Source: an optimization exercise on an open RTL-to-GDS flow (aim: a short achievable clock period and few clock cycles). Production flows keep margins and buffers that such runs may drop.
Where RTL was checked, it was by simulation tests only, not by an equivalence proof against the original.
Power and IR drop assume default switching activity.

==> flow/design.v <==
module cpu4(input clk,
            input rst,
            output [7:0] imem_addr,
            input [15:0] imem_data,
            output [7:0] dmem_addr,
            output [15:0] dmem_wdata,
            output dmem_we,
            output dmem_re,
            input [15:0] dmem_rdata,
            output rf_we,
            output [3:0] rf_waddr,
            output [15:0] rf_wdata,
            output halted);
    genvar gi;
    reg [7:0]  pc;            
    reg        halted_r;
    reg        e_valid;       
    reg        e_wr;          
    reg        e_ld;          
    reg        e_ri;          
    reg        e_br;          
    reg        e_pred;        
    reg [5:0]  e_bt;          
    reg [3:0]  e_dst;
    reg [15:0] e_ra;          
    reg [15:0] e_rb;          
    reg [15:0] e_rd;          
    reg [15:0] e_imm;         
    reg        e_fa;          
    reg [3:0]  e_cs;          
    reg [5:0]  e_sb;          
    reg        e_cin;         
    reg [7:0]  e_tgt;         
    reg [7:0]  e_fall;        
    reg        s_pend;        
    reg [2:0]  s_t;           
    reg [2:0]  s_cs;          
    reg        s_pred;        
    reg [7:0]  s_redir;       
    reg        e_re_r, e_we_r;
    reg [7:0]  e_daddr;       
    reg [15:0] e_wdata;       
    reg        w_we;
    reg [15:0] w_oh;          
    reg [3:0]  w_addr;
    reg [15:0] w_data;
    reg        w_zero;        
    wire [255:0] rfv;
    wire [15:0] zf;
    wire [15:0] e_a = e_fa ? w_data : e_ra;
    wire [15:0] e_b = ({16{e_sb[0]}} & e_rb) | ({16{e_sb[1]}} & ~e_rb) |
                      ({16{e_sb[2]}} & e_rd) | ({16{e_sb[3]}} & e_imm) |
                      ({16{e_sb[4]}} & w_data) | ({16{e_sb[5]}} & ~w_data);
    wire [15:0] alu;
    cpu4_alu add(.ra(e_ra), .rb(e_rb), .rd(e_rd), .imm(e_imm), .w(w_data),
                 .fa(e_fa), .sb(e_sb), .cin(e_cin), .s(alu));
    wire [15:0] e_res = e_ld ? dmem_rdata : alu;
    wire t0, t1, t2;
    wire s0, s1, s2;
    cpu4_brcmp c0(.bt(e_bt), .x(e_ra), .y(e_rd), .taken(t0), .slow(s0));
    cpu4_brcmp c1(.bt(e_bt), .x(w_data), .y(e_rd), .taken(t1), .slow(s1));
    cpu4_brcmp c2(.bt(e_bt), .x(e_ra), .y(w_data), .taken(t2), .slow(s2));
    wire taken = (e_cs[0] & t0) | (e_cs[1] & t1) | (e_cs[2] & t2) | e_cs[3];
    wire e_slow = e_bt[4] | e_bt[5];
    wire s_miss = ((s_cs[0] & s_t[0]) | (s_cs[1] & s_t[1]) |
                   (s_cs[2] & s_t[2])) ^ s_pred;
    wire mispredict2 = s_pend & s_miss;
    wire mispredict = (e_valid & e_br & ~e_slow & (taken ^ e_pred)) | mispredict2;
    wire e_fwd = e_valid & e_wr;
    wire alu_zero = ((e_a ^ e_b) == {e_a[14:0] | e_b[14:0], e_cin});
    wire e_zero = e_ld ? (dmem_rdata == 16'd0) : alu_zero;
    wire za0, za1;
    cpu4_zero16 ez0(.a(e_ra), .b(e_imm), .cin(e_cin), .z(za0));
    cpu4_zero16 ez1(.a(w_data), .b(e_imm), .cin(e_cin), .z(za1));
    wire e_zfwd = e_fa ? za1 : za0;
    generate
        for (gi = 0; gi < 16; gi = gi + 1) begin : R
            reg [15:0] q;
            reg z;
            wire wr = w_oh[gi];
            always @(posedge clk)
                if (wr) begin
                    q <= w_data;
                    z <= w_zero;
                end
            assign rfv[gi*16 +: 16] = wr ? w_data : q;
            assign zf[gi] = wr ? w_zero : z;
        end
    endgenerate
    wire [3:0] op = imem_data[15:12];
    wire [3:0] rd = imem_data[11:8];
    wire [3:0] ra = imem_data[7:4];
    wire [3:0] rb = imem_data[3:0];
    wire f_ld   = (op == 4'd0);
    wire f_st   = (op == 4'd1);
    wire f_rr   = (op == 4'd2) | (op == 4'd3);
    wire f_ri   = (op == 4'd4) | (op == 4'd5);
    wire f_sub  = (op == 4'd3) | (op == 4'd5);
    wire f_halt = (op == 4'd7);
    wire f_bz   = (op == 4'd8);
    wire f_bnz  = (op == 4'd9);
    wire f_beq  = (op == 4'd13);
    wire f_bneq = (op == 4'd14);
    wire f_blt  = (op == 4'd6);
    wire f_bgt  = (op == 4'd15);
    wire f_cmp  = f_beq | f_bneq | f_blt | f_bgt;    
    wire f_br   = f_bz | f_bnz | f_cmp;
    wire f_wr   = f_ld | f_rr | f_ri;
    wire fa = e_fwd & (e_dst == ra);
    wire fb = e_fwd & (e_dst == rb);
    wire fd = e_fwd & (e_dst == rd);
    wire same = (ra == rd);
    wire back = rb[3];
    wire z_ok = ~fa | e_ri;
    wire zf_ra;
    cpu4_mux16 #(.W(1)) zf_rd(.d(zf), .s(ra), .y(zf_ra));
    wire st_pred = (f_beq & (same | back)) | (f_bneq & ~same) |
                   ((f_blt | f_bgt) & ~same & back);
    wire p_z  = f_bz | st_pred;
    wire p_nz = f_bnz | st_pred;
    wire z_ra;
    cpu4_zget zs(.z_ok(z_ok), .fa(fa), .zpre(e_zfwd), .zf(zf_ra), .z(z_ra));
    wire f_pred = z_ra ? p_z : p_nz;
    wire [15:0] rf_a, rf_b, rf_d;
    cpu4_mux16 #(.W(16)) rd_a(.d(rfv), .s(ra), .y(rf_a));
    cpu4_mux16 #(.W(16)) rd_b(.d(rfv), .s(rb), .y(rf_b));
    cpu4_mux16 #(.W(16)) rd_d(.d(rfv), .s(rd), .y(rf_d));
    wire [15:0] sx16 = {{12{rb[3]}}, rb};
    wire b_imm = f_ri;
    wire b_rd  = f_cmp & ~fd;
    wire b_w   = (f_cmp & fd) | (~f_ri & ~f_cmp & fb & ~f_sub);
    wire b_wn  = ~f_ri & ~f_cmp & fb & f_sub;
    wire b_rb  = ~f_ri & ~f_cmp & ~fb & ~f_sub;
    wire b_rbn = ~f_ri & ~f_cmp & ~fb & f_sub;
    wire [3:0] hi   = pc[7:4];
    wire [3:0] hi_p = hi + 4'd1;
    wire [3:0] hi_m = hi - 4'd1;
    wire [127:0] tgv;
    generate
        for (gi = 0; gi < 16; gi = gi + 1) begin : T
            localparam integer SK = (gi >= 8) ? gi - 16 : gi;
            localparam [4:0] C1 = SK;
            wire [4:0] l1 = {1'b0, pc[3:0]} + C1;
            wire [3:0] h1 = l1[4] ? ((SK < 0) ? hi_m : hi_p) : hi;
            assign tgv[gi*8 +: 8] = {h1, l1[3:0]};    
        end
    endgenerate
    wire [4:0] l3 = {1'b0, pc[3:0]} + 5'd1;
    wire [7:0] pc1 = {l3[4] ? hi_p : hi, l3[3:0]};
    wire [7:0] pc_tgt;
    cpu4_mux16 #(.W(8)) tg(.d(tgv), .s(rb), .y(pc_tgt));
    wire [7:0] e_redir = e_pred ? e_fall : e_tgt;
    wire [7:0] pc_d;
    wire st_wait = f_st & e_valid & e_slow;
    wire hold = f_halt | halted_r | st_wait;
    cpu4_pcnext pm(.z_ok(z_ok), .fa(fa), .zfwd(e_zfwd), .zf(zf_ra), .t1(~hold & p_z), .f1(~hold & ~p_z),
                   .t0(~hold & p_nz), .f0(~hold & ~p_nz), .h(hold),
                   .pc(pc), .tgt(pc_tgt), .pc1(pc1),
                   .m(mispredict | rst), .redir(rst ? 8'd0 : mispredict2 ? s_redir : e_redir),
                   .d(pc_d));
    always @(posedge clk)
        pc <= pc_d;
    wire [7:0] e_daddr_d;
    wire [15:0] e_wdata_d;
    cpu4_fwd3 #(.W(8)) fwd_ad(.alu(alu[7:0]), .ld(dmem_rdata[7:0]), .rf(rf_a[7:0]),
                              .sa(fa & ~e_ld), .sl(fa & e_ld), .y(e_daddr_d));
    cpu4_fwd3 #(.W(16)) fwd_wd(.alu(alu), .ld(dmem_rdata), .rf(rf_b),
                               .sa(fb & ~e_ld), .sl(fb & e_ld), .y(e_wdata_d));
    wire f_go = ~mispredict & ~f_halt & ~halted_r & ~st_wait;
    always @(posedge clk) begin
        if (rst) begin
            halted_r <= 1'b0;
            s_pend <= 1'b0;
            e_valid <= 1'b0;
            e_re_r <= 1'b0;
            e_we_r <= 1'b0;
            w_we <= 1'b0;
            w_oh <= 16'd0;
        end else begin
            if (f_halt && !mispredict && !e_fwd && !(e_valid && e_slow))
                halted_r <= 1'b1;
            s_pend <= e_valid & e_slow & ~mispredict2;
            e_valid <= f_go;
            e_re_r <= f_go & f_ld;
            e_we_r <= f_go & f_st;
            w_we <= e_fwd & ~mispredict2;
            w_oh <= {16{e_fwd & ~mispredict2}} & (16'd1 << e_dst);
        end
        e_wr <= f_wr;
        e_ld <= f_ld;
        e_ri <= f_ri;
        e_br <= f_br;
        e_pred <= f_pred;
        e_bt <= {f_bgt, f_blt, f_bneq, f_beq, f_bnz, f_bz};
        e_dst <= rd;
        e_ra <= rf_a;
        e_rb <= rf_b;
        e_rd <= rf_d;
        e_imm <= f_sub ? ~sx16 : sx16;
        e_fa <= fa;
        e_cs <= {f_cmp & fa & fd & f_beq, f_cmp & ~fa & fd,
                 fa & ~(f_cmp & fd), ~fa & ~(f_cmp & fd)};
        e_sb <= {b_wn, b_w, b_imm, b_rd, b_rbn, b_rb};
        e_cin <= f_sub;
        e_tgt <= pc_tgt;
        e_fall <= pc1;
        s_t <= {s2, s1, s0};
        s_cs <= e_cs[2:0];
        s_pred <= e_pred;
        s_redir <= e_redir;
        e_daddr <= e_daddr_d;
        e_wdata <= e_wdata_d;
        w_addr <= e_dst;
        w_data <= e_res;
        w_zero <= e_zero;
    end
    assign imem_addr = pc;
    assign dmem_addr = e_daddr;
    assign dmem_wdata = e_wdata;
    assign dmem_we = e_we_r;
    assign dmem_re = e_re_r;
    assign rf_we = w_we;
    assign rf_waddr = w_addr;
    assign rf_wdata = w_data;
    assign halted = halted_r;
endmodule
module cpu4_mux16 #(parameter W = 16)
                  (input [16*W-1:0] d,
                   input [3:0] s,
                   output [W-1:0] y);
    assign y = d[s*W +: W];
endmodule
module cpu4_zget(input z_ok,
                 input fa,
                 input zpre,
                 input zf,
                 output z);
    assign z = z_ok & (fa ? zpre : zf);
endmodule
module cpu4_pcnext(input z_ok,
                   input fa,
                   input zfwd,
                   input zf,
                   input t1,
                   input f1,
                   input t0,
                   input f0,
                   input h,
                   input [7:0] pc,
                   input [7:0] tgt,
                   input [7:0] pc1,
                   input m,
                   input [7:0] redir,
                   output [7:0] d);
    wire [7:0] d1 = ({8{t1}} & tgt) | ({8{f1}} & pc1) | ({8{h}} & pc);
    wire [7:0] d0 = ({8{t0}} & tgt) | ({8{f0}} & pc1) | ({8{h}} & pc);
    wire z = z_ok & (fa ? zfwd : zf);
    wire [7:0] df = z ? d1 : d0;
    assign d = m ? redir : df;
endmodule
module cpu4_brcmp(input [5:0] bt,
                  input [15:0] x,
                  input [15:0] y,
                  output taken,
                  output slow);
    wire eq   = (x == y);
    wire zero = (x == 16'd0);
    wire lt   = $signed(x) < $signed(y);
    wire gt   = $signed(x) > $signed(y);
    assign taken = (bt[0] & zero) | (bt[1] & ~zero) | (bt[2] & eq) |
                   (bt[3] & ~eq);
    assign slow = (bt[4] & lt) | (bt[5] & gt);
endmodule
module cpu4_zero16(input [15:0] a,
                   input [15:0] b,
                   input cin,
                   output z);
    assign z = ((a ^ b) == {a[14:0] | b[14:0], cin});
endmodule
module cpu4_fwd3 #(parameter W = 16)
                 (input [W-1:0] alu,
                  input [W-1:0] ld,
                  input [W-1:0] rf,
                  input sa,
                  input sl,
                  output [W-1:0] y);
    assign y = ({W{sa}} & alu) | ({W{sl}} & ld) | ({W{~sa & ~sl}} & rf);
endmodule
module cpu4_alu(input [15:0] ra,
                input [15:0] rb,
                input [15:0] rd,
                input [15:0] imm,
                input [15:0] w,
                input fa,
                input [5:0] sb,
                input cin,
                output [15:0] s);
    wire [15:0] a = fa ? w : ra;
    wire [15:0] b = ({16{sb[0]}} & rb) | ({16{sb[1]}} & ~rb) |
                    ({16{sb[2]}} & rd) | ({16{sb[3]}} & imm) |
                    ({16{sb[4]}} & w) | ({16{sb[5]}} & ~w);
    wire [16:0] t = {a, 1'b1} + {b, cin};
    assign s = t[16:1];
endmodule
Settings: LEC_CHECK=0, CAP_MARGIN=20, CORE_MARGIN=2, CORE_UTILIZATION=40, SETUP_SLACK_MARGIN=5, SLEW_MARGIN=20, SYNTH_HIERARCHICAL=1, SYNTH_MINIMUM_KEEP_SIZE=0; clock period 8.0 ns.
run.sh (not shown) runs the stock make flow with config.mk's settings and CLKGATE_MAP_FILE= SYNTH_SCRIPT=/design/flow/synth_recipe.tcl, a recipe that flattens the netlist after the stock synthesis.
The baseline completed without violations.
Testbench counts at the start, summed over its fixed seeds: cycles 15,983.
==> next run, changes <==
--- a/flow/design.v
+++ b/flow/design.v
@@ -58,13 +58,16 @@
     wire t0, t1, t2;
     wire s0, s1, s2;
-    cpu4_brcmp c0(.bt(e_bt), .x(e_ra), .y(e_rd), .taken(t0), .slow(s0));
-    cpu4_brcmp c1(.bt(e_bt), .x(w_data), .y(e_rd), .taken(t1), .slow(s1));
-    cpu4_brcmp c2(.bt(e_bt), .x(e_ra), .y(w_data), .taken(t2), .slow(s2));
-    wire taken = (e_cs[0] & t0) | (e_cs[1] & t1) | (e_cs[2] & t2) | e_cs[3];
+    wire f0, f1, f2;
+    cpu4_brcmp c0(.bt(e_bt), .x(e_ra), .y(e_rd), .taken(t0), .fast(f0), .slow(s0));
+    cpu4_brcmp c1(.bt(e_bt), .x(w_data), .y(e_rd), .taken(t1), .fast(f1), .slow(s1));
+    cpu4_brcmp c2(.bt(e_bt), .x(e_ra), .y(w_data), .taken(t2), .fast(f2), .slow(s2));
+    wire taken = (e_cs[0] & t0) | (e_cs[1] & t1) | (e_cs[2] & t2) |
+                 (e_cs[3] & e_bt[2]);
+    wire e_fast = (e_cs[0] & f0) | (e_cs[1] & f1) | (e_cs[2] & f2) | e_cs[3];
     wire e_slow = e_bt[4] | e_bt[5];
     wire s_miss = ((s_cs[0] & s_t[0]) | (s_cs[1] & s_t[1]) |
                    (s_cs[2] & s_t[2])) ^ s_pred;
     wire mispredict2 = s_pend & s_miss;
-    wire mispredict = (e_valid & e_br & ~e_slow & (taken ^ e_pred)) | mispredict2;
+    wire mispredict = (e_valid & e_br & e_fast & (taken ^ e_pred)) | mispredict2;
     wire e_fwd = e_valid & e_wr;
     wire alu_zero = ((e_a ^ e_b) == {e_a[14:0] | e_b[14:0], e_cin});
@@ -180,5 +183,5 @@
             if (f_halt && !mispredict && !e_fwd && !(e_valid && e_slow))
                 halted_r <= 1'b1;
-            s_pend <= e_valid & e_slow & ~mispredict2;
+            s_pend <= e_valid & e_slow & ~e_fast & ~mispredict2;
             e_valid <= f_go;
             e_re_r <= f_go & f_ld;
@@ -199,5 +202,5 @@
         e_imm <= f_sub ? ~sx16 : sx16;
         e_fa <= fa;
-        e_cs <= {f_cmp & fa & fd & f_beq, f_cmp & ~fa & fd,
+        e_cs <= {f_cmp & fa & fd, f_cmp & ~fa & fd,
                  fa & ~(f_cmp & fd), ~fa & ~(f_cmp & fd)};
         e_sb <= {b_wn, b_w, b_imm, b_rd, b_rbn, b_rb};
@@ -263,11 +266,14 @@
                   input [15:0] y,
                   output taken,
+                  output fast,
                   output slow);
     wire eq   = (x == y);
     wire zero = (x == 16'd0);
+    wire sd   = x[15] ^ y[15];
     wire lt   = $signed(x) < $signed(y);
     wire gt   = $signed(x) > $signed(y);
     assign taken = (bt[0] & zero) | (bt[1] & ~zero) | (bt[2] & eq) |
-                   (bt[3] & ~eq);
+                   (bt[3] & ~eq) | (bt[4] & sd & x[15]) | (bt[5] & sd & y[15]);
+    assign fast = ~(bt[4] | bt[5]) | sd | eq;
     assign slow = (bt[4] & lt) | (bt[5] & gt);
 endmodule
- sequential cell count is unchanged
- worst setup slack is worse by 0.18 ns
- sequential share of layout area climbs by 0.13 points
- via count fell slightly
- die area stays flat
- routed wire length is higher slightly
- final area barely changes
- total power increases slightly
- clock power grows by a few percent
No functional check of the RTL was part of the second run of this note.

static timing again, ports no longer ideal:
In the flow no input, the clock included, has a driving cell. The finished layouts below were timed again as built, in two steps.
Step 1 (the two cells are an assumption about what drives the block):
set clk [get_ports {clk}]
set_driving_cell -lib_cell sky130_fd_sc_hd__clkbuf_16 $clk
set_driving_cell -lib_cell sky130_fd_sc_hd__buf_2 [delete_from_list [all_inputs] $clk]
Step 2 times the ports against the registers' clock, not the clock port: input delays grow and output delays shrink by t, the midpoint of the rising clock arrivals with the driver on.
a / b / c = ideal / step 1 / step 2; a / b = the first two.
run	shift t [ns]	setup WS [ns]	worst hold slack (ns)
the first run	0.652	4.989 / 4.884 / 4.232	0.379 / 0.379 / 0.379
the second run	0.656	4.807 / 4.807 / 4.226	0.378 / 0.378 / 0.378
After both steps setup and hold are still met in every run listed. For the first run, which loses most, drivers alone change the setup slack by -0.105 ns; drivers and shift together by -0.757 ns.
